What follows belongs to an exercise in optimizing a design on an open flow for small area, a short achievable clock period and few clock cycles per item; a production flow would make more cautious choices. Power is estimated from default activity; no workload was simulated.

v13:
==> flow/design.v (excerpt) <==
module gost89_ofb_encrypt(
  input              clk,
  input              reset,
  input              load_data,
  input              load_IV,
  input      [255:0] key,
  input      [63:0]  in,
  input      [63:0]  IV,
  output     [63:0]  out,
  output reg         busy
);
Size in the first run: roughly 100 flip-flops, about 450 I/O pins, roughly 10000 sq um of cells after synthesis.
export LEC_CHECK = 0
export CAP_MARGIN = 20
export CORE_MARGIN = 2
export CORE_UTILIZATION = 50
export SETUP_SLACK_MARGIN = 5
export SLEW_MARGIN = 20
create_clock -name core_clock -period 10.0 [get_ports {clk}]
standard.sh (not shown) runs the stock make flow with config.mk's settings and CLKGATE_MAP_FILE= SYNTH_SCRIPT=/design/flow/synth_recipe.tcl, a recipe that flattens the netlist after the stock synthesis.
==> flow/flow/run.sh <==
#!/bin/bash
# The standard ORFS layout (standard.sh) with two changes:
#  - the port buffers that buffer_ports puts on every input and output are the
#    smallest buffer (sky130_fd_sc_hd__buf_1) instead of ORFS's default choice;
#    the resizer may still upsize any of them where timing needs it;
#  - synthesis skips the extraction of full/half adder cells (extract_fa), so
#    ABC maps all of the combinational logic itself.
# Each tool's full output goes to standard.log (ORFS keeps per-step logs too).
export BUFFER_PORTS_ARGS="-buffer_cell sky130_fd_sc_hd__buf_1"
export ADDER_MAP_FILE=
bash standard.sh "$@" > standard.log 2>&1
v13 closes out successfully: all stages finished, all timing, DRC and antenna checks passed.
Input-level comparison between v31 and v13:
==> flow/flow/run.sh <==
#!/bin/bash
# Standard ORFS layout (the standard.sh), with the port buffers that
# buffer_ports inserts on every input and output made the smallest buffer
# (sky130_fd_sc_hd__buf_1) instead of ORFS's default choice; the resizer
# may still upsize any of them where timing needs it.
cp standard.sh standard.sh.log
export BUFFER_PORTS_ARGS="-buffer_cell sky130_fd_sc_hd__buf_1"
bash standard.sh > standard.log 2>&1
rc=$?
exit $rc
### Flow results
v31 did not stop at any stage, and its layout met the timing, DRC and antenna checks. Compare v31 and v13 | number of clock buffers in the layout lower: v31. Met1 usage, v31 and v13: higher on v13. v13 and v31 ended up with roughly the same clock-pin slew on the worst setup and hold paths. v31 vs v13, main combinational cell family by area after synthesis: compound AO/OA/AOI/OAI gates vs multiplexers. Synthesized cell count, v31 and v13: higher on v31. Looking at wire length across v31 and v13, the one that comes out lower is v13.
Modified inputs, v25 compared to v31
==> flow/flow/run.sh <==
#!/bin/bash
# The standard ORFS layout (standard.sh) with two changes:
#  - the port buffers that buffer_ports puts on every input and output are the
#    smallest buffer (sky130_fd_sc_hd__buf_1) instead of ORFS's default choice;
#    the resizer may still upsize any of them where timing needs it;
#  - synthesis skips the extraction of full/half adder cells (extract_fa), so
#    ABC maps all of the combinational logic itself.
# Each tool's full output goes to standard.log (ORFS keeps per-step logs too).
export BUFFER_PORTS_ARGS="-buffer_cell sky130_fd_sc_hd__buf_1"
export ADDER_MAP_FILE=
bash standard.sh SETUP_SLACK_MARGIN=5.6 finish > standard.log 2>&1
==> comparison <==
- v25 reached the end of the flow, and the finished layout is clean on the timing, DRC and antenna checks.
- Relative to v31, total instance count after detailed placement has decreased by 327 in v25.
- Looking at endpoint of the worst setup timing path, the a[6]$_DFFE_PP_ result is from v31; the out[50] one comes from v25.
- v25: final worst-path cycle share lower than v31
- Looking at overall global routing resource usage, v25 sits above v31.
- Slowest stage cell on the critical path = edfxtp_1: v31; slowest stage cell on the critical path = xor2_4: v25
- Compared to v31, v25 has share of power burned in combinational logic 13 points lower.
- The core of v25 is more densely filled than that of v31.
- Against v31, final non-filler cell area in v25 fell by more than 10%.
Inputs modified between v25 and v9:
==> flow/run.sh (new file) <==
#!/bin/bash
# synth_recipe.tcl (not shown) runs the flow's synth.tcl, then flattens the netlist and writes it again
# the make line also repeats each setting of config.mk as NAME=value (left out here)
make -C /OpenROAD-flow-scripts/flow DESIGN_CONFIG=/design/flow/config.mk WORK_HOME=/design/flow/orfs CLKGATE_MAP_FILE= SYNTH_SCRIPT=/design/flow/synth_recipe.tcl finish
removed: flow/flow/run.sh
removed: flow/standard.sh
Notes after the runs:
- Every run (v25 and v9) finished clean.
- Summary of v9 over v25: final area has increased; total routing resource utilization after global routing has increased; minimum setup slack in the final design has decreased.
Function was not checked in any run of this note: the RTL went through the layout flow alone.

==> port drivers added, routing unchanged <==
Ports are ideal in the flow. The routed layouts listed here were re-timed in OpenROAD.
Step 1 sets driving cells, clkbuf_16 on the clock port and buf_2 on the other inputs (assumed; they add their load-dependent delay and slew).
Step 2 also shifts input and output timing later by t, the mid clock arrival at the registers, as if the neighbouring blocks saw the same clock.
Three values: no drivers, after step 1, after step 2; two values: the first two.
| run | t, ns | setup slack, ns | worst hold slack (ns) | slew at the worst register clock pin (ns) | worst data-port slew with drivers (ns) |
|---|---|---|---|---|---|
| v13 | 0.404 | 5.298 / 5.276 / 5.276 | 0.494 / 0.494 / 0.494 | 0.08 / 0.08 | 0.15 |
| v31 | 0.418 | 5.269 / 5.269 / 5.269 | 0.555 / 0.555 / 0.555 | 0.08 / 0.08 | 0.19 |
| v25 | 0.404 | 5.534 / 5.494 / 5.494 | 0.503 / 0.503 / 0.503 | 0.08 / 0.08 | 0.15 |
| v9 | 0.421 | 4.997 / 4.959 / 4.959 | 0.574 / 0.574 / 0.574 | 0.08 / 0.08 | 0.19 |
After both steps setup and hold are still met in every run listed. For v25, which loses most, drivers alone change the setup slack by -0.040 ns; drivers and shift together by -0.040 ns.
